From an optimization exercise on the open Yosys and OpenROAD flow, aimed at small area and a short achievable clock period; shortcuts taken in it are not production practice.
The RTL was checked by simulation tests, not by an equivalence proof against the original design.

--- design/flow/constraint.sdc ---
create_clock -name core_clock -period 42.0 [get_ports {clk}]
set_input_delay 8.4000 -clock core_clock [delete_from_list [all_inputs] [get_ports {clk}]]
set_output_delay 8.4000 -clock core_clock [all_outputs]
set_load 0.01 [all_outputs]
--- design/flow/design.v ---
module mul_unit (
	input  [15:0] a,
	input  [15:0] b,
	output [15:0] pf,
	output [12:0] pi,
	output        error
);
wire m1, m2, m3, m4, m5, m6, m7, m8, m9, m10, m11, m12;
wire m13, m14, m15, m16, m17, m18, m19, m20, m21, m22, m23, m24;
wire m25, m26, m27, m28, m29, m30, m31, m32, m33, m34, m35, m36;
wire m37, m38, m39, m40, m41, m42, m43, m44, m45, m46, m47, m48;
wire m49, m50, m51, m52, m53, m54, m55, m56, m57, m58, m59, m60;
wire m61, m62, m63, m64, m65, m66, m67, m68, m69, m70, m71, m72;
wire m73, m74, m75, m76, m77, m78, m79, m80, m81, m82, m83, m84;
wire m85, m86, m87, m88, m89, m90, m91, m92, m93, m94, m95, m96;
wire m97, m98, m99, m100, m101, m102, m103, m104, m105, m106, m107, m108;
wire m109, m110, m111, m112, m113, m114, m115, m116, m117, m118, m119, m120;
wire m121, m122, m123, m124, m125, m126, m127, m128, m129, m130, m131, m132;
wire m133, m134, m135, m136, m137, m138, m139, m140, m141, m142, m143, m144;
wire m145, m146, m147, m148, m149, m150, m151, m152, m153, m154, m155, m156;
wire m157, m158, m159, m160, m161, m162, m163, m164, m165, m166, m167, m168;
wire m169, m170, m171, m172, m173, m174, m175, m176, m177, m178, m179, m180;
wire m181, m182, m183, m184, m185, m186, m187, m188, m189, m190, m191, m192;
wire m193, m194, m195, m196, m197, m198, m199, m200, m201, m202, m203, m204;
wire m205, m206, m207, m208, m209, m210, m211, m212;
assign m1 = (a[0] & b[6]) ^ (a[1] & b[5]);
assign m2 = (a[0] & b[6]) & (a[1] & b[5]);
assign m3 = (a[0] & b[7]) ^ (a[1] & b[6]) ^ (a[2] & b[5]);
assign m4 = ((a[0] & b[7]) & (a[1] & b[6])) | ((a[0] & b[7]) & (a[2] & b[5])) | ((a[1] & b[6]) & (a[2] & b[5]));
assign m5 = (a[3] & b[4]) ^ (a[4] & b[3]);
assign m6 = (a[3] & b[4]) & (a[4] & b[3]);
assign m7 = (a[1] & b[7]) ^ (a[2] & b[6]) ^ (a[3] & b[5]);
assign m8 = ((a[1] & b[7]) & (a[2] & b[6])) | ((a[1] & b[7]) & (a[3] & b[5])) | ((a[2] & b[6]) & (a[3] & b[5]));
assign m9 = (a[4] & b[4]) ^ (a[5] & b[3]);
assign m10 = (a[4] & b[4]) & (a[5] & b[3]);
assign m11 = (a[2] & b[7]) ^ (a[3] & b[6]) ^ (a[4] & b[5]);
assign m12 = ((a[2] & b[7]) & (a[3] & b[6])) | ((a[2] & b[7]) & (a[4] & b[5])) | ((a[3] & b[6]) & (a[4] & b[5]));
assign m13 = (a[0] & b[4]) ^ (a[1] & b[3]);
assign m14 = (a[0] & b[4]) & (a[1] & b[3]);
assign m15 = (a[0] & b[5]) ^ (a[1] & b[4]) ^ (a[2] & b[3]);
assign m16 = ((a[0] & b[5]) & (a[1] & b[4])) | ((a[0] & b[5]) & (a[2] & b[3])) | ((a[1] & b[4]) & (a[2] & b[3]));
assign m17 = (a[3] & b[2]) ^ (a[4] & b[1]);
assign m18 = (a[3] & b[2]) & (a[4] & b[1]);
assign m19 = m1 ^ (a[2] & b[4]) ^ (a[3] & b[3]);
assign m20 = (m1 & (a[2] & b[4])) | (m1 & (a[3] & b[3])) | ((a[2] & b[4]) & (a[3] & b[3]));
assign m21 = (a[4] & b[2]) ^ (a[5] & b[1]) ^ (a[6] & b[0]);
assign m22 = ((a[4] & b[2]) & (a[5] & b[1])) | ((a[4] & b[2]) & (a[6] & b[0])) | ((a[5] & b[1]) & (a[6] & b[0]));
assign m23 = m2 ^ m3 ^ m5;
assign m24 = (m2 & m3) | (m2 & m5) | (m3 & m5);
assign m25 = (a[5] & b[2]) ^ (a[6] & b[1]) ^ (a[7] & b[0]);
assign m26 = ((a[5] & b[2]) & (a[6] & b[1])) | ((a[5] & b[2]) & (a[7] & b[0])) | ((a[6] & b[1]) & (a[7] & b[0]));
assign m27 = m4 ^ m6 ^ m7;
assign m28 = (m4 & m6) | (m4 & m7) | (m6 & m7);
assign m29 = m9 ^ (a[6] & b[2]) ^ (a[7] & b[1]);
assign m30 = (m9 & (a[6] & b[2])) | (m9 & (a[7] & b[1])) | ((a[6] & b[2]) & (a[7] & b[1]));
assign m31 = m8 ^ m10 ^ m11;
assign m32 = (m8 & m10) | (m8 & m11) | (m10 & m11);
assign m33 = (a[5] & b[4]) ^ (a[6] & b[3]) ^ (a[7] & b[2]);
assign m34 = ((a[5] & b[4]) & (a[6] & b[3])) | ((a[5] & b[4]) & (a[7] & b[2])) | ((a[6] & b[3]) & (a[7] & b[2]));
assign m35 = m12 ^ (a[3] & b[7]) ^ (a[4] & b[6]);
assign m36 = (m12 & (a[3] & b[7])) | (m12 & (a[4] & b[6])) | ((a[3] & b[7]) & (a[4] & b[6]));
assign m37 = (a[5] & b[5]) ^ (a[6] & b[4]) ^ (a[7] & b[3]);
assign m38 = ((a[5] & b[5]) & (a[6] & b[4])) | ((a[5] & b[5]) & (a[7] & b[3])) | ((a[6] & b[4]) & (a[7] & b[3]));
assign m39 = (a[4] & b[7]) ^ (a[5] & b[6]) ^ (a[6] & b[5]);
assign m40 = ((a[4] & b[7]) & (a[5] & b[6])) | ((a[4] & b[7]) & (a[6] & b[5])) | ((a[5] & b[6]) & (a[6] & b[5]));
assign m41 = (a[0] & b[3]) ^ (a[1] & b[2]);
assign m42 = (a[0] & b[3]) & (a[1] & b[2]);
assign m43 = m13 ^ (a[2] & b[2]) ^ (a[3] & b[1]);
assign m44 = (m13 & (a[2] & b[2])) | (m13 & (a[3] & b[1])) | ((a[2] & b[2]) & (a[3] & b[1]));
assign m45 = m14 ^ m15 ^ m17;
assign m46 = (m14 & m15) | (m14 & m17) | (m15 & m17);
assign m47 = m16 ^ m18 ^ m19;
assign m48 = (m16 & m18) | (m16 & m19) | (m18 & m19);
assign m49 = m20 ^ m22 ^ m23;
assign m50 = (m20 & m22) | (m20 & m23) | (m22 & m23);
assign m51 = m24 ^ m26 ^ m27;
assign m52 = (m24 & m26) | (m24 & m27) | (m26 & m27);
assign m53 = m28 ^ m30 ^ m31;
assign m54 = (m28 & m30) | (m28 & m31) | (m30 & m31);
assign m55 = m32 ^ m34 ^ m35;
assign m56 = (m32 & m34) | (m32 & m35) | (m34 & m35);
assign m57 = m36 ^ m38 ^ m39;
assign m58 = (m36 & m38) | (m36 & m39) | (m38 & m39);
assign m59 = m40 ^ (a[5] & b[7]) ^ (a[6] & b[6]);
assign m60 = (m40 & (a[5] & b[7])) | (m40 & (a[6] & b[6])) | ((a[5] & b[7]) & (a[6] & b[6]));
assign m61 = (a[0] & b[2]) ^ (a[1] & b[1]);
assign m62 = (a[0] & b[2]) & (a[1] & b[1]);
assign m63 = m41 ^ (a[2] & b[1]) ^ (a[3] & b[0]);
assign m64 = (m41 & (a[2] & b[1])) | (m41 & (a[3] & b[0])) | ((a[2] & b[1]) & (a[3] & b[0]));
assign m65 = m42 ^ m43 ^ (a[4] & b[0]);
assign m66 = (m42 & m43) | (m42 & (a[4] & b[0])) | (m43 & (a[4] & b[0]));
assign m67 = m44 ^ m45 ^ (a[5] & b[0]);
assign m68 = (m44 & m45) | (m44 & (a[5] & b[0])) | (m45 & (a[5] & b[0]));
assign m69 = m46 ^ m47 ^ m21;
assign m70 = (m46 & m47) | (m46 & m21) | (m47 & m21);
assign m71 = m48 ^ m49 ^ m25;
assign m72 = (m48 & m49) | (m48 & m25) | (m49 & m25);
assign m73 = m50 ^ m51 ^ m29;
assign m74 = (m50 & m51) | (m50 & m29) | (m51 & m29);
assign m75 = m52 ^ m53 ^ m33;
assign m76 = (m52 & m53) | (m52 & m33) | (m53 & m33);
assign m77 = m54 ^ m55 ^ m37;
assign m78 = (m54 & m55) | (m54 & m37) | (m55 & m37);
assign m79 = m56 ^ m57 ^ (a[7] & b[4]);
assign m80 = (m56 & m57) | (m56 & (a[7] & b[4])) | (m57 & (a[7] & b[4]));
assign m81 = m58 ^ m59 ^ (a[7] & b[5]);
assign m82 = (m58 & m59) | (m58 & (a[7] & b[5])) | (m59 & (a[7] & b[5]));
assign m83 = m60 ^ (a[6] & b[7]) ^ (a[7] & b[6]);
assign m84 = (m60 & (a[6] & b[7])) | (m60 & (a[7] & b[6])) | ((a[6] & b[7]) & (a[7] & b[6]));
assign m85 = m74 ^ m75;
assign m86 = m74 & m75;
assign m87 = m76 ^ m77;
assign m88 = m76 & m77;
assign m89 = m78 ^ m79;
assign m90 = m78 & m79;
assign m91 = m80 ^ m81;
assign m92 = m80 & m81;
assign m93 = m72 ^ m73;
assign m94 = m72 & m73;
assign m95 = m85 ^ ~(a[7] & b[1]) ^ ~(b[7] & a[1]);
assign m96 = (m85 & ~(a[7] & b[1])) | (m85 & ~(b[7] & a[1])) | (~(a[7] & b[1]) & ~(b[7] & a[1]));
assign m97 = m86 ^ m87 ^ ~(a[7] & b[2]);
assign m98 = (m86 & m87) | (m86 & ~(a[7] & b[2])) | (m87 & ~(a[7] & b[2]));
assign m99 = m88 ^ m89 ^ ~(a[7] & b[3]);
assign m100 = (m88 & m89) | (m88 & ~(a[7] & b[3])) | (m89 & ~(a[7] & b[3]));
assign m101 = m90 ^ m91 ^ ~(a[7] & b[4]);
assign m102 = (m90 & m91) | (m90 & ~(a[7] & b[4])) | (m91 & ~(a[7] & b[4]));
assign m103 = m93 ^ ~(a[7] & b[0]);
assign m104 = m93 & ~(a[7] & b[0]);
assign m105 = m94 ^ m95 ^ 1'b1;
assign m106 = (m94 & m95) | (m94 & 1'b1) | (m95 & 1'b1);
assign m107 = m96 ^ m97 ^ ~(b[7] & a[2]);
assign m108 = (m96 & m97) | (m96 & ~(b[7] & a[2])) | (m97 & ~(b[7] & a[2]));
assign m109 = m98 ^ m99 ^ ~(b[7] & a[3]);
assign m110 = (m98 & m99) | (m98 & ~(b[7] & a[3])) | (m99 & ~(b[7] & a[3]));
assign m111 = m100 ^ m101 ^ ~(b[7] & a[4]);
assign m112 = (m100 & m101) | (m100 & ~(b[7] & a[4])) | (m101 & ~(b[7] & a[4]));
assign m113 = m102 ^ m92;
assign m114 = m102 & m92;
assign m115 = m76 ^ m77 ^ a[0];
assign m116 = (m76 & m77) | (m76 & a[0]) | (m77 & a[0]);
assign m117 = m78 ^ m79 ^ a[1];
assign m118 = (m78 & m79) | (m78 & a[1]) | (m79 & a[1]);
assign m119 = (a[2] & b[9]) ^ (a[3] & b[8]);
assign m120 = (a[2] & b[9]) & (a[3] & b[8]);
assign m121 = m80 ^ m81 ^ a[2];
assign m122 = (m80 & m81) | (m80 & a[2]) | (m81 & a[2]);
assign m123 = (a[3] & b[9]) ^ (a[4] & b[8]) ^ (a[8] & b[4]);
assign m124 = ((a[3] & b[9]) & (a[4] & b[8])) | ((a[3] & b[9]) & (a[8] & b[4])) | ((a[4] & b[8]) & (a[8] & b[4]));
assign m125 = m82 ^ m83 ^ a[3];
assign m126 = (m82 & m83) | (m82 & a[3]) | (m83 & a[3]);
assign m127 = (a[4] & b[9]) ^ (a[5] & b[8]) ^ (a[8] & b[5]);
assign m128 = ((a[4] & b[9]) & (a[5] & b[8])) | ((a[4] & b[9]) & (a[8] & b[5])) | ((a[5] & b[8]) & (a[8] & b[5]));
assign m129 = m84 ^ (a[7] & b[7]) ^ a[4];
assign m130 = (m84 & (a[7] & b[7])) | (m84 & a[4]) | ((a[7] & b[7]) & a[4]);
assign m131 = (a[5] & b[9]) ^ (a[6] & b[8]) ^ (a[8] & b[6]);
assign m132 = ((a[5] & b[9]) & (a[6] & b[8])) | ((a[5] & b[9]) & (a[8] & b[6])) | ((a[6] & b[8]) & (a[8] & b[6]));
assign m133 = a[5] ^ (a[6] & b[9]) ^ (a[7] & b[8]);
assign m134 = (a[5] & (a[6] & b[9])) | (a[5] & (a[7] & b[8])) | ((a[6] & b[9]) & (a[7] & b[8]));
assign m135 = m74 ^ m75 ^ (a[0] & b[9]);
assign m136 = (m74 & m75) | (m74 & (a[0] & b[9])) | (m75 & (a[0] & b[9]));
assign m137 = m115 ^ (a[1] & b[9]) ^ (a[2] & b[8]);
assign m138 = (m115 & (a[1] & b[9])) | (m115 & (a[2] & b[8])) | ((a[1] & b[9]) & (a[2] & b[8]));
assign m139 = (a[8] & b[2]) ^ (a[9] & b[1]);
assign m140 = (a[8] & b[2]) & (a[9] & b[1]);
assign m141 = m116 ^ m117 ^ m119;
assign m142 = (m116 & m117) | (m116 & m119) | (m117 & m119);
assign m143 = (a[8] & b[3]) ^ (a[9] & b[2]) ^ b[1];
assign m144 = ((a[8] & b[3]) & (a[9] & b[2])) | ((a[8] & b[3]) & b[1]) | ((a[9] & b[2]) & b[1]);
assign m145 = m118 ^ m120 ^ m121;
assign m146 = (m118 & m120) | (m118 & m121) | (m120 & m121);
assign m147 = m123 ^ (a[9] & b[3]) ^ b[2];
assign m148 = (m123 & (a[9] & b[3])) | (m123 & b[2]) | ((a[9] & b[3]) & b[2]);
assign m149 = m122 ^ m124 ^ m125;
assign m150 = (m122 & m124) | (m122 & m125) | (m124 & m125);
assign m151 = m127 ^ (a[9] & b[4]) ^ b[3];
assign m152 = (m127 & (a[9] & b[4])) | (m127 & b[3]) | ((a[9] & b[4]) & b[3]);
assign m153 = m126 ^ m128 ^ m129;
assign m154 = (m126 & m128) | (m126 & m129) | (m128 & m129);
assign m155 = m131 ^ (a[9] & b[5]) ^ b[4];
assign m156 = (m131 & (a[9] & b[5])) | (m131 & b[4]) | ((a[9] & b[5]) & b[4]);
assign m157 = m130 ^ m132 ^ m133;
assign m158 = (m130 & m132) | (m130 & m133) | (m132 & m133);
assign m159 = (a[8] & b[7]) ^ (a[9] & b[6]) ^ b[5];
assign m160 = ((a[8] & b[7]) & (a[9] & b[6])) | ((a[8] & b[7]) & b[5]) | ((a[9] & b[6]) & b[5]);
assign m161 = m134 ^ a[6] ^ (a[7] & b[9]);
assign m162 = (m134 & a[6]) | (m134 & (a[7] & b[9])) | (a[6] & (a[7] & b[9]));
assign m163 = (a[8] & b[8]) ^ (a[9] & b[7]) ^ b[6];
assign m164 = ((a[8] & b[8]) & (a[9] & b[7])) | ((a[8] & b[8]) & b[6]) | ((a[9] & b[7]) & b[6]);
assign m165 = a[7] ^ (a[8] & b[9]) ^ (a[9] & b[8]);
assign m166 = (a[7] & (a[8] & b[9])) | (a[7] & (a[9] & b[8])) | ((a[8] & b[9]) & (a[9] & b[8]));
assign m167 = m72 ^ m73;
assign m168 = m72 & m73;
assign m169 = m135 ^ (a[1] & b[8]) ^ (a[8] & b[1]);
assign m170 = (m135 & (a[1] & b[8])) | (m135 & (a[8] & b[1])) | ((a[1] & b[8]) & (a[8] & b[1]));
assign m171 = m136 ^ m137 ^ m139;
assign m172 = (m136 & m137) | (m136 & m139) | (m137 & m139);
assign m173 = m138 ^ m140 ^ m141;
assign m174 = (m138 & m140) | (m138 & m141) | (m140 & m141);
assign m175 = m142 ^ m144 ^ m145;
assign m176 = (m142 & m144) | (m142 & m145) | (m144 & m145);
assign m177 = m146 ^ m148 ^ m149;
assign m178 = (m146 & m148) | (m146 & m149) | (m148 & m149);
assign m179 = m150 ^ m152 ^ m153;
assign m180 = (m150 & m152) | (m150 & m153) | (m152 & m153);
assign m181 = m154 ^ m156 ^ m157;
assign m182 = (m154 & m156) | (m154 & m157) | (m156 & m157);
assign m183 = m158 ^ m160 ^ m161;
assign m184 = (m158 & m160) | (m158 & m161) | (m160 & m161);
assign m185 = m162 ^ m164 ^ m165;
assign m186 = (m162 & m164) | (m162 & m165) | (m164 & m165);
assign m187 = m166 ^ a[8] ^ (a[9] & b[9]);
assign m188 = (m166 & a[8]) | (m166 & (a[9] & b[9])) | (a[8] & (a[9] & b[9]));
assign m189 = m167 ^ (a[0] & b[8]);
assign m190 = m167 & (a[0] & b[8]);
assign m191 = m168 ^ m169 ^ (a[9] & b[0]);
assign m192 = (m168 & m169) | (m168 & (a[9] & b[0])) | (m169 & (a[9] & b[0]));
assign m193 = m170 ^ m171 ^ b[0];
assign m194 = (m170 & m171) | (m170 & b[0]) | (m171 & b[0]);
assign m195 = m172 ^ m173 ^ m143;
assign m196 = (m172 & m173) | (m172 & m143) | (m173 & m143);
assign m197 = m174 ^ m175 ^ m147;
assign m198 = (m174 & m175) | (m174 & m147) | (m175 & m147);
assign m199 = m176 ^ m177 ^ m151;
assign m200 = (m176 & m177) | (m176 & m151) | (m177 & m151);
assign m201 = m178 ^ m179 ^ m155;
assign m202 = (m178 & m179) | (m178 & m155) | (m179 & m155);
assign m203 = m180 ^ m181 ^ m159;
assign m204 = (m180 & m181) | (m180 & m159) | (m181 & m159);
assign m205 = m182 ^ m183 ^ m163;
assign m206 = (m182 & m183) | (m182 & m163) | (m183 & m163);
assign m207 = m184 ^ m185 ^ b[7];
assign m208 = (m184 & m185) | (m184 & b[7]) | (m185 & b[7]);
assign m209 = m186 ^ m187 ^ b[8];
assign m210 = (m186 & m187) | (m186 & b[8]) | (m187 & b[8]);
assign m211 = m188 ^ a[9] ^ b[9];
assign m212 = (m188 & a[9]) | (m188 & b[9]) | (a[9] & b[9]);
wire [12:0] ix0 = {m110, m108, m106, m104, m103, m70, m68, m66, m64, m62, m61, (a[0] & b[1]), (a[0] & b[0])};
wire [12:0] ix1 = {m111, m109, m107, m105, ~(b[7] & a[0]), m71, m69, m67, m65, m63, (a[2] & b[0]), (a[1] & b[0]), 1'b0};
wire [21:0] fx0 = {1'b0, m212, m210, m208, m206, m204, m202, m200, m198, m196, m194, m192, m190, m189, m70, m68, m66, m64, m62, m61, (a[0] & b[1]), (a[0] & b[0])};
wire [21:0] fx1 = {1'b0, 1'b1, m211, m209, m207, m205, m203, m201, m199, m197, m195, m193, m191, (a[8] & b[0]), m71, m69, m67, m65, m63, (a[2] & b[0]), (a[1] & b[0]), 1'b0};
	wire [12:0] isum = ix0 + ix1;
	wire        iz   = (a[7:0] == 8'h80) | (b[7:0] == 8'h80);
	assign pi = iz ? 13'd0 : isum;
	wire [21:0] m  = fx0 + fx1;
	wire [5:0]  s  = a[14:10] + b[14:10];
	wire        uf = (s < 6'd15);
	wire        of = (s > 6'd46);
	wire [4:0]  e  = s[4:0] + 5'd17 + {4'd0, m[21]};
	wire [9:0]  f  = m[21] ? m[20:11] : m[19:10];
	wire        sg = a[15] ^ b[15];
	wire        z  = ~(|a) | ~(|b);
	assign error = uf | of;
	assign pf = z  ? 16'b0 :
	            uf ? {sg, 15'b0} :
	            of ? {sg, 5'h1f, 10'b0} :
	                 {sg, e, f};
endmodule
module mac_top
(
	input                    clk,
	input                    rst_n,         
	input                    enable,
	input                    valid,
	input                    read,    
	input                    mode,    
	input                    cfg,
	input             [15:0] in_a,
	input             [15:0] in_b,
	output            [15:0] mac_out,
	output                   error
);
	reg [15:0] pf_reg;    
	reg [12:0] pi_reg;    
	reg        err_reg;   
	reg [15:0] c_reg;
	reg        mode_reg;
	wire [15:0] pf_next, sum;
	wire [12:0] pi_next;
	wire        err_next;
	mul_unit u_mul  (.a(in_a), .b(in_b), .pf(pf_next), .pi(pi_next), .error(err_next));
	mac_add  u_add  (.mode(mode_reg), .pf(pf_reg), .pi(pi_reg), .c(c_reg), .s(sum));
	always @ ( posedge clk or negedge rst_n ) begin
		if ( ! rst_n ) begin
			pf_reg   <= 16'b0;   
			pi_reg   <= 13'b0;
			err_reg  <= 1'b1;    
			c_reg    <= 16'b0;
			mode_reg <= 1'b0;
		end else if (enable) begin
			if (valid) begin
				pf_reg  <= pf_next;
				pi_reg  <= pi_next;
				err_reg <= err_next;
				c_reg   <= sum;
			end
			else if (read) begin  
				pf_reg  <= 16'b0;
				pi_reg  <= 13'b0;
				err_reg <= 1'b1;
				c_reg   <= 16'b0;
			end
		end else if (cfg) begin
			mode_reg <= mode;
		end
	end
	assign error   = err_reg;
	assign mac_out = (read && enable && ~valid) ? sum : 16'b0;
endmodule
module mac_add (
	input         mode,
	input  [15:0] pf,
	input  [12:0] pi,
	input  [15:0] c,
	output [15:0] s
);
	wire [11:0] lo = pi[10:0] + c[10:0];
	wire [1:0]  hi = pi[12:11] + c[12:11];
	wire [15:0] s_int = {hi, 2'b00, lo};
	wire [4:0]  ep   = pf[14:10];
	wire [4:0]  ec   = c[14:10];
	wire [5:0]  d1   = {1'b0, ep} - {1'b0, ec};
	wire [4:0]  d2   = ec - ep;
	wire        p_ge = ~d1[5];
	wire [4:0]  sh   = p_ge ? d1[4:0] : d2;
	wire [4:0]  eb   = p_ge ? ep : ec;
	wire        a_gt = pf[14:0] > c[14:0];
	wire [9:0]  mb   = a_gt ? pf[9:0] : c[9:0];
	wire [9:0]  ms   = a_gt ? c[9:0]  : pf[9:0];
	wire        sign = a_gt ? pf[15]  : c[15];
	wire        sub  = pf[15] ^ c[15];
	wire [21:0] af   = {1'b1, ms, 11'd0} >> sh;
	wire [13:0] al   = {af[21:11], af[10], |af[8:0], af[9]};
	wire [14:0] sum  = {2'b01, mb, 3'd0} + {1'b0, al ^ {14{sub}}} + {14'd0, sub};
	wire [14:0] ma   = {sum[14] & ~sub, sum[13:0]};
	reg  [4:0]  nzl;
	always @(*) begin
		casez (ma[14:3])
			12'b1???????????: nzl = 5'd0;
			12'b01??????????: nzl = 5'd1;
			12'b001?????????: nzl = 5'd2;
			12'b0001????????: nzl = 5'd3;
			12'b00001???????: nzl = 5'd4;
			12'b000001??????: nzl = 5'd5;
			12'b0000001?????: nzl = 5'd6;
			12'b00000001????: nzl = 5'd7;
			12'b000000001???: nzl = 5'd8;
			12'b0000000001??: nzl = 5'd9;
			12'b00000000001?: nzl = 5'd10;
			12'b000000000001: nzl = 5'd11;
			default:          nzl = 5'd0;
		endcase
	end
	wire [5:0]  sle  = {1'b0, eb} - {1'b0, nzl} + 6'd1;
	wire [3:0]  lsv  = (nzl > sle[4:0]) ? sle[3:0] : nzl[3:0];
	wire [14:0] nm   = ma << lsv;
	wire        rnd  = (|nm[2:0] | nm[4]) & nm[3];
	wire [4:0]  ex   = sub ? (sle[5] ? 5'd0 : sle[4:0]) : (eb + {4'd0, ma[14]});
	wire [9:0]  fr   = nm[13:4] + {9'd0, rnd};
	wire [15:0] s_fp = {sign, ex, fr};
	assign s = mode ? s_fp : s_int;
endmodule
--- design/flow/standard.sh ---
#!/bin/bash
# synth_recipe.tcl (not shown) runs the flow's synth.tcl, then flattens the netlist and writes it again
# the make line also repeats each setting of config.mk as NAME=value (left out here)
make -C /OpenROAD-flow-scripts/flow DESIGN_CONFIG=/design/flow/config.mk WORK_HOME=/design/flow/orfs CLKGATE_MAP_FILE= SYNTH_SCRIPT=/design/flow/synth_recipe.tcl "${@:-finish}"
--- design/flow/flow/abc_area.script ---
strash
dch -f
map -a
topo
stime -c
dnsize -c
--- design/flow/config.mk ---
export PLATFORM = sky130hd
export DESIGN_NAME = mac_top
export DESIGN_NICKNAME = mac_top
export VERILOG_FILES = /design/flow/design.v
export SDC_FILE = /design/flow/constraint.sdc
export NUM_CORES = 4
export LEC_CHECK = 0
export ABC_AREA = 1
export CAP_MARGIN = 20
export CORE_MARGIN = 2
export CORE_UTILIZATION = 40
export PLACE_DENSITY = 0.6
export SLEW_MARGIN = 20
--- design/flow/flow/run.sh ---
#!/bin/bash
# Standard layout with three changes to how it is made (the clock, constraints
# and checks are the design's own):
#  - synthesis maps logic with the area-oriented ABC script in flow/abc_area.script
#  - synthesis maps adders' carry logic with Yosys's default Brent-Kung tree
#    (any SYNTH_OPERATIONS_ARGS drops ORFS's Kogge-Stone extra map; -nordff
#    only concerns memories, which this design has none of)
#  - timing repair aims for more setup slack than the design's period needs
set -euo pipefail
W=$(pwd)
rm -rf "$W/scripts_local"
cp -r "$FLOW_HOME/scripts" "$W/scripts_local"
cp "$W/flow/abc_area.script" "$W/scripts_local/abc_area.script"
bash standard.sh SCRIPTS_DIR="$W/scripts_local" SYNTH_OPERATIONS_ARGS=-nordff \
	SETUP_SLACK_MARGIN=24 finish > standard_flow.log 2>&1
==> run notes, run 1 <==
# TYPE chip_impl_metric gauge
chip_impl_info{name="status",value="complete, no violations"} 1
chip_impl_metric{name="globalRouteOverflowTotal",unit=""} 0
chip_impl_metric{name="finish.net_count",unit=""} 1651
chip_impl_metric{name="max_slew.worst_pin.slew",unit="ns"} 1.01
chip_impl_metric{name="fin_worst_skew",unit="ns"} 0.00579
chip_impl_metric{name="worst-r2r-setup-slack",unit="ns"} 31.54
chip_impl_metric{name="clk_latency",unit="ns"} 0.30
chip_impl_metric{name="cts_buffer_depth",unit=""} 2
chip_impl_info{name="worst_setup_path_start_kind",value="register"} 1
chip_impl_metric{name="timing.critical_path.required",unit="ns"} 33.60
chip_impl_metric{name="post_synth_inst_count",unit=""} 1239
chip_impl_info{name="cts.root.buffer_cell",value="clkbuf_16"} 1
chip_impl_metric{name="firstDrtPassIters",unit=""} 5
chip_impl_info{name="synth_ff_type",value="dfrtp_1"} 1
chip_impl_metric{name="final.setup.tns",unit="ns"} 0
chip_impl_metric{name="antennaDiodeCount",unit=""} 0
chip_impl_metric{name="timing.final.hold_violations",unit=""} 0
chip_impl_metric{name="vias_per_cell",unit=""} 5.26
chip_impl_metric{name="maxSlewHeadroom",unit="%"} 32.7
chip_impl_metric{name="synth.net_count",unit=""} 1501
chip_impl_metric{name="synth.avg_cell_area",unit="um^2"} 7.56
chip_impl_metric{name="cts_hold_buf",unit=""} 0
chip_impl_metric{name="place_hpwl",unit="um"} 23000
chip_impl_metric{name="maxClockFrequency",unit="GHz"} 0.0524
chip_impl_metric{name="grt_max_degree",unit=""} 48
chip_impl_metric{name="htreeDepth",unit=""} 2
chip_impl_metric{name="tritoncts.num_buffers",unit=""} 5
chip_impl_metric{name="area_delta_synth_final",unit="%"} 28.1
chip_impl_metric{name="n_fill_cell",unit=""} 2154
chip_impl_metric{name="wl",unit="um"} 29600
chip_impl_metric{name="fraction_of_registers_with_async_set_reset",unit="%"} 100
chip_impl_metric{name="drcViolationCount",unit=""} 0
chip_impl_info{name="holdCritPathClass",value="reg -> reg"} 1
chip_impl_info{name="hold_path.startpoint",value="pi_reg[5]"} 1
chip_impl_metric{name="routed_wire_length_per_instance",unit="um"} 17.4
chip_impl_metric{name="ys_seq_elements",unit=""} 47
chip_impl_metric{name="grt_pass1_wl",unit="um"} 48000
chip_impl_metric{name="detail_route.iter0.violations",unit=""} 582
chip_impl_metric{name="initial_core_util",unit="%"} 41.1
chip_impl_info{name="worst_setup_path_startpoint",value="c_reg[3]"} 1
chip_impl_metric{name="design.die.area",unit="um^2"} 24600
chip_impl_metric{name="max_cap_viol_count",unit=""} 0
chip_impl_metric{name="tritoncts_num_sinks",unit=""} 47
chip_impl_metric{name="report.final.slew_viol_count",unit=""} 0
chip_impl_info{name="grt_setup_unrepaired",value="yes"} 1
chip_impl_metric{name="routed-wl-met2",unit="um"} 15000
chip_impl_metric{name="finalCritPeriodShare",unit="%"} 45.4
chip_impl_metric{name="coreArea",unit="um^2"} 22800
chip_impl_metric{name="grt_pass1_vias",unit=""} 9215
chip_impl_info{name="tritoncts",value="yes"} 1
chip_impl_metric{name="clk_transition_reported_paths",unit="ns"} 0.07
chip_impl_metric{name="utilization",unit="%"} 52.7
chip_impl_metric{name="io_buffer_count",unit=""} 55
chip_impl_metric{name="synth-edff-count",unit=""} 0
chip_impl_metric{name="grt_use_total",unit="%"} 24.8
chip_impl_info{name="top_signal_layer_used",value="met4"} 1
chip_impl_metric{name="yosys_warnings",unit=""} 2
chip_impl_metric{name="row_count",unit=""} 55
chip_impl_metric{name="wl_met1",unit="um"} 12200
chip_impl_metric{name="netlist-cell-type-count",unit=""} 37
chip_impl_metric{name="place.gp.congestion",unit=""} 0.912
chip_impl_metric{name="antenna_violations_before_repair",unit=""} 0
chip_impl_metric{name="die_h",unit="um"} 157
chip_impl_info{name="cp-end-kind",value="output pin"} 1
chip_impl_metric{name="cp_data_arrival_time",unit="ns"} 10.67
chip_impl_metric{name="post_route_cells_drive_above_1_share",unit="%"} 19.1
chip_impl_metric{name="route.antenna.remaining_nets",unit=""} 0
chip_impl_info{name="cpMaxStageDelayCell",value="fa_1"} 1
chip_impl_info{name="path_common_cell",value="nor2_4"} 1
chip_impl_metric{name="critical_path_peak_fanout",unit=""} 5
chip_impl_metric{name="met3RoutedLength",unit="um"} 1120
chip_impl_info{name="setup.worst_path.class",value="reg -> out"} 1
chip_impl_metric{name="io-pin-count",unit=""} 56
chip_impl_metric{name="syn_area",unit="um^2"} 9360
chip_impl_metric{name="num_vias",unit=""} 8958
chip_impl_metric{name="critPathMaxStageDelay",unit="ns"} 0.58
chip_impl_info{name="r2r-start",value="c_reg[3]"} 1
chip_impl_metric{name="synth.yosys.seq_area_share",unit="%"} 12.6
chip_impl_metric{name="floorplan.die.width",unit="um"} 157
chip_impl_metric{name="setup-violations-final",unit=""} 0
chip_impl_metric{name="post-route-min-period",unit="ns"} 19.07
## path summary, 6_finish.rpt
kind                               to  depth (start not counted)
min reg2reg                 pi_reg[5]                          2
max in group asynchronous    c_reg[9]                          2
max                        mac_out[9]                         66
min in group asynchronous  pf_reg[15]                          2
min                         pi_reg[5]                          2
max reg2reg                  c_reg[7]                         68
## stage by stage
| step | cells | area, um^2 | hold slack, ns | setup WS [ns] |
|---|---|---|---|---|
| after detailed placement | 1611 | 10600 | 0.484 | 21.62 |
| after CTS | 1684 | 11700 | 0.500 | 23.11 |
| after global placement | 1611 | 10600 | 0.478 | 21.77 |
| after global routing | 1702 | 12000 | 0.538 | 22.29 |
| after floorplan | 1239 | 9610 | 0.458 | 23.74 |
| final | 1702 | 12000 | 0.497 | 22.93 |
## routing by layer
| layer | vias to the layer above | global-route usage (%) |
|---|---|---|
| li1 | 4326 | - |
| met4 | 0 | 10.7 |
| met1 | 4284 | 30.0 |
| met5 | - | 0 |
| met2 | 263 | 45.3 |
| met3 | 85 | 1.95 |
## Yosys cell counts, types with 2 or more instances
library cell	n	area (um^2)
o21ai_0	96	480
nand3_1	31	155
nor2_1	173	649
a21o_1	8	60.1
fa_1	117	2340
a211oi_1	5	37.5
nand2_1	177	664
o31ai_1	2	15.0
mux2i_1	5	50.1
xor2_1	29	254
ha_1	106	1330
o22ai_1	40	250
a21oi_1	55	275
clkinv_1	259	972
xnor2_1	24	210
nor4_1	7	43.8
o211ai_1	8	60.1
or2_2	6	37.5
a31oi_1	9	56.3
nand3b_1	2	15.0
nand4_1	8	50.1
dfrtp_1	46	1150
nor3_1	9	45.0
a221oi_1	4	35.0
## final cells by class
cell class | count | area, um^2 | share of cell area, %
multi-input cells | 938 | 8030 | 67.0
repair inverters | 1 | 5.00 | 0.0417
inverters | 259 | 1010 | 8.46
repair buffers | 137 | 1210 | 10.1
clock buffers | 6 | 129 | 1.07
clock inverters | 1 | 30.0 | 0.250
flip-flops and latches | 47 | 1180 | 9.83
well taps | 313 | 392 | 3.27
## cells by family after synthesis
logic type                 share of synthesized area, %
AOI/OAI and AO/OA                                  14.5
xor gates and xnor gates                           4.96
adders and majority gates                          39.2
buffers and inverters                              10.4
DFF                                                12.6
muxes                                             0.535
and+or+nand+nor                                    17.9
## cell usage in the layout, fill, tap and decap left out, types with 11 or more instances in the layout
cell type	instances
o21ai_1	11
o21ai_2	19
o22ai_1	40
clkinv_2	15
a21oi_1	41
clkinv_1	236
nand3_1	28
nand2_1	160
a21oi_2	12
nor2_4	11
dfrtp_1	45
o21ai_0	59
ha_1	93
nor2_2	14
buf_4	67
nor2_1	148
xnor2_1	19
xor2_1	28
nand2_2	15
clkdlybuf4s50_1	35
fa_1	115
buf_2	12
## critical path, delay by kind of cell (launching register included)
family	cells	cell delay (ns)
flip-flops	1	0.35
XOR/XNOR	3	0.46
AND/OR/NAND/NOR	22	2.87
buffers and inverters	8	0.88
AO/OA/AOI/OAI	23	3.07
adder cells (fa/ha/maj)	10	2.72
## repair_timing
| item | 4_1_cts | 5_1_grt |
|---|---|---|
| gates cloned | 7 | 1 |
| buffers inserted | 59 | 17 |
| gates resized for setup | 156 | 68 |
| pin swaps | 59 | 40 |
| endpoints found under the setup margin | 16 | 16 |
==> run 2: changes to the inputs <==
==> design/flow/flow/run.sh (replaced) <==
#!/bin/bash
# Standard layout with four changes to how it is made (the clock, constraints
# and checks are the design's own):
#  - synthesis maps logic with the delay-bounded area mapping in flow/abc_area.script
#  - synthesis leaves full and half adders to that mapping (no ADDER_MAP_FILE)
#  - synthesis maps adders' carry logic with Yosys's default Brent-Kung tree
#    (any SYNTH_OPERATIONS_ARGS drops ORFS's Kogge-Stone extra map; -nordff
#    only concerns memories, which this design has none of)
#  - timing repair aims for more setup slack than the design's period needs
set -euo pipefail
W=$(pwd)
rm -rf "$W/scripts_local"
cp -r "$FLOW_HOME/scripts" "$W/scripts_local"
cp "$W/flow/abc_area.script" "$W/scripts_local/abc_area.script"
bash standard.sh SCRIPTS_DIR="$W/scripts_local" SYNTH_OPERATIONS_ARGS=-nordff ADDER_MAP_FILE= \
	SETUP_SLACK_MARGIN=24 finish > standard_flow.log 2>&1
==> design/flow/flow/abc_area.script (replaced) <==
strash
dch -f
map -D 5000
topo
stime -c
dnsize -c -D 5000
==> run notes, run 2 <==
# TYPE chip_impl_metric gauge
chip_impl_info{name="status",value="complete, no violations"} 1
chip_impl_metric{name="report.final.slew_viol_count",unit=""} 0
chip_impl_metric{name="clk_latency",unit="ns"} 0.29
chip_impl_metric{name="detail_route.iter0.violations",unit=""} 921
chip_impl_metric{name="yosys_warnings",unit=""} 2
chip_impl_metric{name="synth-edff-count",unit=""} 0
chip_impl_metric{name="maxSlewHeadroom",unit="%"} 47.6
chip_impl_info{name="setup.worst_path.class",value="in -> out"} 1
chip_impl_info{name="synthDominantAreaCellType",value="nand2_1"} 1
chip_impl_info{name="synth_most_common_cell",value="nand2_1"} 1
chip_impl_metric{name="antennaDiodeCount",unit=""} 0
chip_impl_metric{name="die_h",unit="um"} 163
chip_impl_metric{name="finish.net_count",unit=""} 2045
chip_impl_metric{name="initial_core_util",unit="%"} 40.5
chip_impl_metric{name="drcViolationCount",unit=""} 0
chip_impl_metric{name="grt_pass1_vias",unit=""} 11800
chip_impl_info{name="tritoncts",value="yes"} 1
chip_impl_info{name="grt_setup_unrepaired",value="no"} 1
chip_impl_metric{name="synth.avg_cell_area",unit="um^2"} 5.27
chip_impl_metric{name="post_synth_inst_count",unit=""} 1918
chip_impl_metric{name="global_route.usage.met2",unit="%"} 50.3
chip_impl_metric{name="grt_max_degree",unit=""} 48
chip_impl_info{name="synth_area_leaders",value="nand2_1 (18%), nor2_1 (13%), dfrtp_1 (11%), clkinv_1 (10%), nand3_1 (8.2%)"} 1
chip_impl_info{name="cts.root.buffer_cell",value="clkbuf_16"} 1
chip_impl_metric{name="cp_data_arrival_time",unit="ns"} 9.40
chip_impl_metric{name="clk_transition_reported_paths",unit="ns"} 0.06
chip_impl_metric{name="vias_per_cell",unit=""} 5.46
chip_impl_metric{name="netlist-cell-type-count",unit=""} 43
chip_impl_metric{name="post-route-min-period",unit="ns"} 17.80
chip_impl_metric{name="timing.final.hold_violations",unit=""} 0
chip_impl_metric{name="maxClockFrequency",unit="GHz"} 0.0562
chip_impl_info{name="holdCritPathClass",value="reg -> reg"} 1
chip_impl_metric{name="globalRouteMet1Util",unit="%"} 32.3
chip_impl_metric{name="post_route_cells_drive_above_1_share",unit="%"} 6.98
chip_impl_metric{name="synth.net_count",unit=""} 1957
chip_impl_metric{name="routed_wire_length_per_instance",unit="um"} 15.6
chip_impl_metric{name="fin_worst_skew",unit="ns"} 0.00866
chip_impl_metric{name="grt_use_met3",unit="%"} 1.40
chip_impl_metric{name="htreeDepth",unit=""} 2
chip_impl_metric{name="setup-violations-final",unit=""} 0
chip_impl_metric{name="max_slew.worst_pin.slew",unit="ns"} 0.781
chip_impl_metric{name="syn_area",unit="um^2"} 10100
chip_impl_metric{name="floorplan.die.width",unit="um"} 163
chip_impl_metric{name="synth.yosys.seq_area_share",unit="%"} 11.7
chip_impl_info{name="cp-end-kind",value="output pin"} 1
chip_impl_info{name="globalRoute.busiestLayer",value="met2"} 1
chip_impl_metric{name="io-pin-count",unit=""} 56
chip_impl_metric{name="timing.critical_path.required",unit="ns"} 33.60
chip_impl_metric{name="ys_seq_elements",unit=""} 47
chip_impl_metric{name="io_buffer_count",unit=""} 55
chip_impl_metric{name="firstDrtPassIters",unit=""} 6
chip_impl_metric{name="fraction_of_registers_with_async_set_reset",unit="%"} 100
chip_impl_metric{name="grt_use_total",unit="%"} 27.2
chip_impl_metric{name="coreArea",unit="um^2"} 25000
chip_impl_metric{name="place.gp.congestion",unit=""} 0.951
chip_impl_metric{name="cts_buffer_depth",unit=""} 2
chip_impl_info{name="layout.cells.most_common",value="nand2_1"} 1
chip_impl_metric{name="grt_pass1_wl",unit="um"} 58400
chip_impl_metric{name="tritoncts.num_buffers",unit=""} 5
chip_impl_metric{name="max_cap_viol_count",unit=""} 0
chip_impl_metric{name="num_vias",unit=""} 12800
chip_impl_metric{name="utilization",unit="%"} 47.0
chip_impl_metric{name="design.die.area",unit="um^2"} 26600
chip_impl_metric{name="tritoncts_num_sinks",unit=""} 47
chip_impl_metric{name="area_delta_synth_final",unit="%"} 16.0
chip_impl_metric{name="place_hpwl",unit="um"} 29800
chip_impl_info{name="synth_ff_type",value="dfrtp_1"} 1
chip_impl_info{name="worst_setup_path_start_kind",value="input port"} 1
chip_impl_metric{name="critical_path_peak_fanout",unit=""} 6
chip_impl_metric{name="globalRouteOverflowTotal",unit=""} 0
chip_impl_metric{name="route.antenna.remaining_nets",unit=""} 0
chip_impl_info{name="synth_top_cells_by_count",value="nand2_1 (486), nor2_1 (340), clkinv_1 (273)"} 1
chip_impl_metric{name="wl",unit="um"} 36500
chip_impl_metric{name="antenna_violations_before_repair",unit=""} 0
chip_impl_metric{name="synth_top_cell_area_share",unit="%"} 18.1
chip_impl_info{name="commonest_cells_after_routing_fill_and_taps_aside",value="nand2_1 (481), nor2_1 (325), clkinv_1 (268), nand3_1 (160), o21ai_0 (113)"} 1
chip_impl_metric{name="final.setup.tns",unit="ns"} 0
chip_impl_metric{name="finalCritPeriodShare",unit="%"} 42.4
chip_impl_metric{name="row_count",unit=""} 58
==> run 2: cell count changes after synthesis, sizes merged, moves of 13 or more <==
cell,change
xor2,+63
a21oi,+40
nand4,+36
nand3,+134
ha,-106
o21ai,+29
or2,+27
nor3,+13
fa,-117
nand2,+309
clkinv,+14
nor2,+167
==> run 2: path summary, 6_finish.rpt <==
check	start	to	slack [ns]	depth (start not counted)
max in group asynchronous	rst_n	c_reg[4]	33.37	2
min in group asynchronous	rst_n	mode_reg	8.19	2
worst max register to register	c_reg[12]	c_reg[9]	33.34	43
worst min register to register	pi_reg[12]	pi_reg[12]	0.54	2
worst max-delay path	enable	mac_out[11]	24.20	5
worst min-delay path	pi_reg[12]	pi_reg[12]	0.54	2
==> run 2: final cells by class <==
cell class | count | area (um^2)
Inverter | 273 | 1040
Clock inverter | 2 | 35.0
Timing Repair Buffer | 80 | 699
Sequential cell | 47 | 1180
Fill cell | 2778 | 13200
Clock buffer | 6 | 139
Tap cell | 330 | 413
Multi-Input combinational cell | 1599 | 8220
==> run 2: kinds of logic after synthesis <==
| logic type | synth area share (%) |
|---|---|
| XOR/XNOR | 10.8 |
| AO/OA/AOI/OAI | 20.7 |
| buffers and inverters | 10.1 |
| AND/OR/NAND/NOR | 46.5 |
| flip-flops | 11.7 |
| adder cells (fa/ha/maj) | 0.198 |
==> run 2: worst max-delay path: stages <==
cell             delay, ns
dlygate4sd2_1         0.25
nand3b_1              0.17
buf_6                 0.18
nor2_2                0.15
clkdlybuf4s15_2       0.24
==> run 2: through the flow <==
stage	setup slack [ns]	cell area [um^2]	hold WS [ns]	instances
6_report	24.20	11700	0.538	2337
5_1_grt	23.96	11700	0.567	2337
4_1_cts	23.90	11500	0.538	2327
3_5_place_dp	22.49	11100	0.524	2312
3_3_place_gp	22.82	11100	0.520	2312
2_1_floorplan	24.35	10100	0.473	1918
==> run 2: layer usage <==
layer  vias up  wire length [um]
li1       6558                 -
met1      5708             15100
met2       388             18100
met3       114              1510
met4         0              1820
met5         -                 0
==> run 2: timing repair <==
| item | CTS | global route |
|---|---|---|
| cloned | 0 | 2 |
| gates resized for setup | 56 | 87 |
| pin swaps | 2 | 9 |
| buffers inserted | 7 | 8 |
| hold buffers | 0 | 0 |
| setup endpoints to repair | 16 | 16 |
==> run 3: changes to the inputs <==
==> design/flow/flow/run.sh (replaced) <==
#!/bin/bash
# Standard layout with five changes to how it is made (the clock, constraints
# and checks are the design's own):
#  - synthesis maps logic with the delay-bounded area mapping in flow/abc_area.script
#  - synthesis leaves full and half adders to that mapping (no ADDER_MAP_FILE)
#  - synthesis maps adders' carry logic with Yosys's default Brent-Kung tree
#    (any SYNTH_OPERATIONS_ARGS drops ORFS's Kogge-Stone extra map; -nordff
#    only concerns memories, which this design has none of)
#  - ports get the smallest buffer (buf_1); timing repair resizes the ones that matter
#  - timing repair aims for more setup slack than the design's period needs
set -euo pipefail
W=$(pwd)
rm -rf "$W/scripts_local"
cp -r "$FLOW_HOME/scripts" "$W/scripts_local"
cp "$W/flow/abc_area.script" "$W/scripts_local/abc_area.script"
bash standard.sh SCRIPTS_DIR="$W/scripts_local" SYNTH_OPERATIONS_ARGS=-nordff ADDER_MAP_FILE= \
	"BUFFER_PORTS_ARGS=-buffer_cell sky130_fd_sc_hd__buf_1" SETUP_SLACK_MARGIN=23.5 finish > standard_flow.log 2>&1
==> run notes, run 3 <==
# TYPE chip_impl_metric gauge
chip_impl_info{name="commonest_cells_after_routing_fill_and_taps_aside",value="nand2_1 (484), nor2_1 (335), clkinv_1 (272), nand3_1 (160), o21ai_0 (122)"} 1
chip_impl_metric{name="grt_pass1_wl",unit="um"} 57200
chip_impl_metric{name="place_hpwl",unit="um"} 29200
chip_impl_metric{name="design.die.area",unit="um^2"} 26600
chip_impl_metric{name="final.setup.tns",unit="ns"} 0
chip_impl_metric{name="grt_pass1_vias",unit=""} 11500
chip_impl_metric{name="setup-violations-final",unit=""} 0
chip_impl_metric{name="cts_buffer_depth",unit=""} 2
chip_impl_metric{name="max_slew.worst_pin.slew",unit="ns"} 0.941
chip_impl_metric{name="antenna_violations_before_repair",unit=""} 0
chip_impl_metric{name="post_route_cells_drive_above_1_share",unit="%"} 4.75
chip_impl_metric{name="final_design_area_no_fill",unit="um^2"} 11200
chip_impl_metric{name="firstDrtPassIters",unit=""} 7
chip_impl_info{name="tritoncts",value="yes"} 1
chip_impl_metric{name="grt_max_degree",unit=""} 48
chip_impl_metric{name="grt_use_total",unit="%"} 26.6
chip_impl_metric{name="io_buffer_count",unit=""} 55
chip_impl_metric{name="htreeDepth",unit=""} 2
chip_impl_metric{name="detail_route.iter0.violations",unit=""} 1045
chip_impl_info{name="synth_most_common_cell",value="nand2_1"} 1
chip_impl_info{name="synth_top_cells_by_count",value="nand2_1 (486), nor2_1 (340), clkinv_1 (273)"} 1
chip_impl_metric{name="clk_transition_reported_paths",unit="ns"} 0.07
chip_impl_metric{name="cp_data_arrival_time",unit="ns"} 9.67
chip_impl_info{name="grt_setup_unrepaired",value="no"} 1
chip_impl_metric{name="post-route-min-period",unit="ns"} 18.07
chip_impl_metric{name="floorplan.die.width",unit="um"} 163
chip_impl_info{name="synth_ff_type",value="dfrtp_1"} 1
chip_impl_metric{name="finish.net_count",unit=""} 2040
chip_impl_metric{name="drcViolationCount",unit=""} 0
chip_impl_metric{name="clk_latency",unit="ns"} 0.30
chip_impl_metric{name="fin_worst_skew",unit="ns"} 0.00868
chip_impl_metric{name="synth-edff-count",unit=""} 0
chip_impl_info{name="holdCritPathClass",value="reg -> reg"} 1
chip_impl_metric{name="post_synth_inst_count",unit=""} 1918
chip_impl_metric{name="row_count",unit=""} 58
chip_impl_info{name="status",value="complete, no violations"} 1
chip_impl_metric{name="tritoncts.num_buffers",unit=""} 5
chip_impl_metric{name="tritoncts_num_sinks",unit=""} 47
chip_impl_info{name="cp-end-kind",value="output pin"} 1
chip_impl_metric{name="syn_area",unit="um^2"} 10100
chip_impl_metric{name="maxClockFrequency",unit="GHz"} 0.0553
chip_impl_info{name="layout.cells.most_common",value="nand2_1"} 1
chip_impl_metric{name="finalCritPeriodShare",unit="%"} 43.0
chip_impl_metric{name="report.final.slew_viol_count",unit=""} 0
chip_impl_metric{name="maxSlewHeadroom",unit="%"} 37.0
chip_impl_metric{name="critical_path_peak_fanout",unit=""} 16
chip_impl_metric{name="utilization",unit="%"} 45.0
chip_impl_info{name="cts.root.buffer_cell",value="clkbuf_16"} 1
chip_impl_metric{name="timing.final.hold_violations",unit=""} 0
chip_impl_metric{name="max_cap_viol_count",unit=""} 0
chip_impl_metric{name="die_h",unit="um"} 163
chip_impl_metric{name="cts_hold_buf",unit=""} 0
chip_impl_metric{name="routed_wire_length_per_instance",unit="um"} 15.3
chip_impl_info{name="top_signal_layer_used",value="met4"} 1
chip_impl_metric{name="met3RoutedLength",unit="um"} 1400
chip_impl_metric{name="post_dp_cell_area",unit="um^2"} 10800
chip_impl_metric{name="fraction_of_registers_with_async_set_reset",unit="%"} 100
chip_impl_metric{name="timing.critical_path.required",unit="ns"} 33.60
chip_impl_metric{name="place.gp.congestion",unit=""} 0.930
chip_impl_metric{name="wl_met1",unit="um"} 15300
chip_impl_info{name="setup.worst_path.class",value="in -> out"} 1
chip_impl_metric{name="vias_per_cell",unit=""} 5.44
chip_impl_info{name="synthDominantAreaCellType",value="nand2_1"} 1
chip_impl_info{name="synth_area_leaders",value="nand2_1 (18%), nor2_1 (13%), dfrtp_1 (11%), clkinv_1 (10%), nand3_1 (8.2%)"} 1
chip_impl_metric{name="route.antenna.remaining_nets",unit=""} 0
chip_impl_metric{name="antennaDiodeCount",unit=""} 0
chip_impl_metric{name="io-pin-count",unit=""} 56
chip_impl_metric{name="initial_core_util",unit="%"} 40.5
chip_impl_metric{name="globalRouteOverflowTotal",unit=""} 0
chip_impl_metric{name="routed-wl-met2",unit="um"} 17500
chip_impl_metric{name="coreArea",unit="um^2"} 25000
chip_impl_metric{name="yosys_warnings",unit=""} 2
chip_impl_metric{name="ys_seq_elements",unit=""} 47
chip_impl_metric{name="synth.yosys.seq_area_share",unit="%"} 11.7
chip_impl_metric{name="num_vias",unit=""} 12700
chip_impl_metric{name="wl",unit="um"} 35800
chip_impl_metric{name="netlist-cell-type-count",unit=""} 43
chip_impl_metric{name="synth.avg_cell_area",unit="um^2"} 5.27
chip_impl_metric{name="synth.net_count",unit=""} 1957
chip_impl_metric{name="synth_top_cell_area_share",unit="%"} 18.1
chip_impl_info{name="worst_setup_path_start_kind",value="input port"} 1
chip_impl_metric{name="area_delta_synth_final",unit="%"} 11.1
==> run 3: metrics by stage <==
step / hold slack [ns] / cells / setup slack (ns)
finish: 0.530 / 2332 / 23.93
global route: 0.552 / 2332 / 23.38
CTS: 0.529 / 2325 / 23.51
detailed placement: 0.513 / 2315 / 22.90
global placement: 0.512 / 2315 / 23.23
floorplan: 0.473 / 1918 / 23.89
==> run 3: critical path, stage by stage <==
cell and delay, ns:
buf_1 0.09, nand3b_1 0.55, nor2_1 0.43, buf_1 0.19
==> run 3: cells by family after synthesis <==
kind of cell	Yosys count	share of synthesized area (%)
AOI/OAI and AO/OA	353	20.7
xor gates and xnor gates	125	10.8
and+or+nand+nor	1118	46.5
adders and majority gates	2	0.198
DFF	47	11.7
buffers and inverters	273	10.1
==> run 3: worst paths after layout <==
path,cells after the start,endpoint,slack (ns),from
max in group asynchronous,2,pf_reg[8],33.38,rst_n
min,2,pi_reg[12],0.53,pi_reg[12]
min reg2reg,2,pi_reg[12],0.53,pi_reg[12]
min in group asynchronous,2,c_reg[9],8.20,rst_n
max reg2reg,45,c_reg[9],33.00,pf_reg[10]
max,4,mac_out[1],23.93,valid
==> run 3: cell type report <==
cell class	instances	area, um^2
clock inverters	3	47.5
inverters	273	1030
clock buffers	5	125
multi-input cells	1598	8070
repair buffers	76	369
flip-flops and latches	47	1180
fillers	2795	13700
well taps	330	413
==> run 3: routing by layer <==
metal	global-route usage (%)	vias to the layer above
li1	-	6545
met1	32.5	5672
met2	48.5	382
met3	1.15	97
met4	11.4	0
met5	0	-
==> run 3: what timing repair did <==
| action | CTS | global route |
|---|---|---|
| resized for setup | 7 | 33 |
| endpoints found under the hold margin | 0 | 0 |
| setup buffers | 2 | 7 |
| pin swaps | 1 | 5 |
| cloned | 0 | 0 |
| endpoints found under the setup margin | 10 | 11 |
==> run 4: changes to the inputs <==
--- a/design/flow/flow/run.sh
+++ b/design/flow/flow/run.sh
@@ -14,4 +14,4 @@
 cp -r "$FLOW_HOME/scripts" "$W/scripts_local"
 cp "$W/flow/abc_area.script" "$W/scripts_local/abc_area.script"
 bash standard.sh SCRIPTS_DIR="$W/scripts_local" SYNTH_OPERATIONS_ARGS=-nordff ADDER_MAP_FILE= \
-	"BUFFER_PORTS_ARGS=-buffer_cell sky130_fd_sc_hd__buf_1" SETUP_SLACK_MARGIN=23.5 finish > standard_flow.log 2>&1
+	"BUFFER_PORTS_ARGS=-buffer_cell sky130_fd_sc_hd__buf_1" SETUP_SLACK_MARGIN=24 finish > standard_flow.log 2>&1
==> run notes, run 4 <==
# TYPE chip_impl_metric gauge
chip_impl_info{name="status",value="complete, no violations"} 1
chip_impl_metric{name="globalRouteOverflowTotal",unit=""} 0
chip_impl_metric{name="num_vias",unit=""} 12500
chip_impl_metric{name="initial_core_util",unit="%"} 40.5
chip_impl_metric{name="cp_data_arrival_time",unit="ns"} 9.25
chip_impl_metric{name="place.gp.congestion",unit=""} 0.954
chip_impl_metric{name="synth.net_count",unit=""} 1957
chip_impl_metric{name="fin_worst_skew",unit="ns"} 0.00559
chip_impl_metric{name="drcViolationCount",unit=""} 0
chip_impl_metric{name="synth-edff-count",unit=""} 0
chip_impl_metric{name="clk_latency",unit="ns"} 0.29
chip_impl_metric{name="vias_per_cell",unit=""} 5.37
chip_impl_metric{name="synth.avg_cell_area",unit="um^2"} 5.27
chip_impl_metric{name="place_hpwl",unit="um"} 29000
chip_impl_info{name="synth_most_common_cell",value="nand2_1"} 1
chip_impl_metric{name="post-route-min-period",unit="ns"} 17.65
chip_impl_metric{name="netlist-cell-type-count",unit=""} 43
chip_impl_metric{name="htreeDepth",unit=""} 2
chip_impl_metric{name="finalCritPeriodShare",unit="%"} 42.0
chip_impl_info{name="synth_top_cells_by_count",value="nand2_1 (486), nor2_1 (340), clkinv_1 (273)"} 1
chip_impl_metric{name="detail_route.iter0.violations",unit=""} 892
chip_impl_metric{name="pre_cts_ws",unit="ns"} 22.35
chip_impl_metric{name="io-pin-count",unit=""} 56
chip_impl_metric{name="setup-violations-final",unit=""} 0
chip_impl_metric{name="report.final.slew_viol_count",unit=""} 0
chip_impl_metric{name="fraction_of_registers_with_async_set_reset",unit="%"} 100
chip_impl_metric{name="maxClockFrequency",unit="GHz"} 0.0566
chip_impl_metric{name="critical_path_peak_fanout",unit=""} 10
chip_impl_metric{name="grt_max_degree",unit=""} 48
chip_impl_metric{name="timing.final.hold_violations",unit=""} 0
chip_impl_metric{name="max_slew.worst_pin.slew",unit="ns"} 0.928
chip_impl_metric{name="timing.critical_path.required",unit="ns"} 33.60
chip_impl_info{name="holdCritPathClass",value="reg -> reg"} 1
chip_impl_info{name="grt_setup_unrepaired",value="no"} 1
chip_impl_metric{name="antennaDiodeCount",unit=""} 0
chip_impl_metric{name="wl",unit="um"} 35200
chip_impl_metric{name="post_synth_inst_count",unit=""} 1918
chip_impl_info{name="tritoncts",value="yes"} 1
chip_impl_info{name="synthDominantAreaCellType",value="nand2_1"} 1
chip_impl_metric{name="grt_pass1_wl",unit="um"} 56500
chip_impl_metric{name="synth_top_cell_area_share",unit="%"} 18.1
chip_impl_metric{name="worst-r2r-setup-slack",unit="ns"} 33.37
chip_impl_metric{name="post_route_cells_drive_above_1_share",unit="%"} 5.28
chip_impl_metric{name="die_h",unit="um"} 163
chip_impl_metric{name="maxSlewHeadroom",unit="%"} 37.9
chip_impl_metric{name="io_buffer_count",unit=""} 55
chip_impl_metric{name="clk_transition_reported_paths",unit="ns"} 0.06
chip_impl_metric{name="tritoncts_num_sinks",unit=""} 47
chip_impl_info{name="setup.worst_path.class",value="in -> out"} 1
chip_impl_metric{name="route.antenna.remaining_nets",unit=""} 0
chip_impl_metric{name="tritoncts.num_buffers",unit=""} 5
chip_impl_metric{name="yosys_warnings",unit=""} 2
chip_impl_info{name="commonest_cells_after_routing_fill_and_taps_aside",value="nand2_1 (483), nor2_1 (335), clkinv_1 (270), nand3_1 (160), o21ai_0 (117)"} 1
chip_impl_metric{name="final.setup.tns",unit="ns"} 0
chip_impl_metric{name="floorplan.die.width",unit="um"} 163
chip_impl_metric{name="row_count",unit=""} 58
chip_impl_metric{name="firstDrtPassIters",unit=""} 7
chip_impl_metric{name="grt_use_total",unit="%"} 26.3
chip_impl_info{name="synth_area_leaders",value="nand2_1 (18%), nor2_1 (13%), dfrtp_1 (11%), clkinv_1 (10%), nand3_1 (8.2%)"} 1
chip_impl_metric{name="routed_wire_length_per_instance",unit="um"} 15.1
chip_impl_metric{name="synth.yosys.seq_area_share",unit="%"} 11.7
chip_impl_metric{name="antenna_violations_before_repair",unit=""} 0
chip_impl_info{name="synth_ff_type",value="dfrtp_1"} 1
chip_impl_metric{name="ys_seq_elements",unit=""} 47
chip_impl_metric{name="coreArea",unit="um^2"} 25000
chip_impl_metric{name="fin_ws",unit="ns"} 24.35
chip_impl_metric{name="area_delta_synth_final",unit="%"} 12.1
chip_impl_metric{name="finish.net_count",unit=""} 2045
chip_impl_info{name="cts.root.buffer_cell",value="clkbuf_16"} 1
chip_impl_metric{name="syn_area",unit="um^2"} 10100
chip_impl_metric{name="cts_buffer_depth",unit=""} 2
chip_impl_info{name="worst_setup_path_start_kind",value="input port"} 1
chip_impl_metric{name="grt_pass1_vias",unit=""} 11300
chip_impl_metric{name="design.die.area",unit="um^2"} 26600
chip_impl_metric{name="max_cap_viol_count",unit=""} 0
chip_impl_info{name="cp-end-kind",value="output pin"} 1
chip_impl_info{name="layout.cells.most_common",value="nand2_1"} 1
## run 4: cell count changes in the layout (fill, tap and decap cells not counted), sizes merged
cell    previous run  this run
inv                1         2
buf               75        79
clkinv           273       271
nor2             340       341
bufinv             1         2
## run 4: cells by family after synthesis
| family | count (synthesis) | synth area share (%) |
|---|---|---|
| xor+xnor | 125 | 10.8 |
| simple gates | 1118 | 46.5 |
| buf+inv | 273 | 10.1 |
| compound gates | 353 | 20.7 |
| fa+ha+maj | 2 | 0.198 |
| flops | 47 | 11.7 |
## run 4: cell type report
class                   count  area (um^2)
repair buffers             80          420
well taps                 330          413
clock buffers               5          125
inverters                 273         1030
clock inverters             3         67.6
multi-input cells        1599         8100
fillers                  2779        13600
flip-flops and latches     47         1180
## run 4: stage by stage
step           cells  cell area, um^2  util, %  hold slack (ns)
4_1_cts         2325            11100     44.4            0.534
3_5_place_dp    2314            10800     43.3            0.519
6_report        2337            11300     45.4            0.536
5_1_grt         2337            11300     45.4            0.555
2_1_floorplan   1918            10100        -            0.473
3_3_place_gp    2314            10800     43.3            0.516
## run 4: metal layers
metal	global-route usage [%]	wire length, um
met5	0	0
met3	1.07	1440
met2	48.7	17400
met1	32.0	15000
met4	10.3	1430
## run 4: timing repair
action                                  in CTS  in global routing
resized for setup                           12                 39
buffers inserted                             2                 12
endpoints found under the setup margin      15                 10
hold buffers                                 0                  0
pin swaps                                    2                  6
cloned                                       1                  0
endpoints found under the hold margin        0                  0
## run 4: path summary, 6_finish.rpt
kind	startpoint	to	cells past startpoint
min in group asynchronous	rst_n	mode_reg	2
max reg2reg	pf_reg[10]	c_reg[6]	46
min reg2reg	pi_reg[12]	pi_reg[12]	2
min	pi_reg[12]	pi_reg[12]	2
max in group asynchronous	rst_n	pf_reg[8]	2
max	valid	mac_out[2]	5
## run 4: critical path, stage by stage
cell      delay [ns]
buf_1           0.09
nand3b_1        0.15
buf_4           0.18
nor2_1          0.24
buf_1           0.19

## what the ideal ports hide
Ports are ideal in the flow. The routed layouts listed here were re-timed in OpenROAD. Step 1: set_driving_cell puts a clkbuf_16 on clk and a buf_2 on each other input, an assumption about the parent block. Step 2 moves the port delays by t, midway between the first and last clock arrival at a register: inputs arrive t later, outputs are due t later. That takes back most of the time a late clock gives input paths. Three values: ideal ports, drivers, drivers and shift; two values: the first two.
| run | t (ns) | setup WS [ns] | pins driven straight from the clock port |
|---|---|---|---|
| run 1 | 0.335 | 22.928 / 22.886 / 23.221 | 1 |
| run 2 | 0.329 | 24.203 / 24.184 / 24.184 | 1 |
| run 3 | 0.339 | 23.932 / 23.912 / 23.912 | 1 |
| run 4 | 0.327 | 24.347 / 24.327 / 24.327 | 1 |
After both steps every run listed still meets setup and hold.
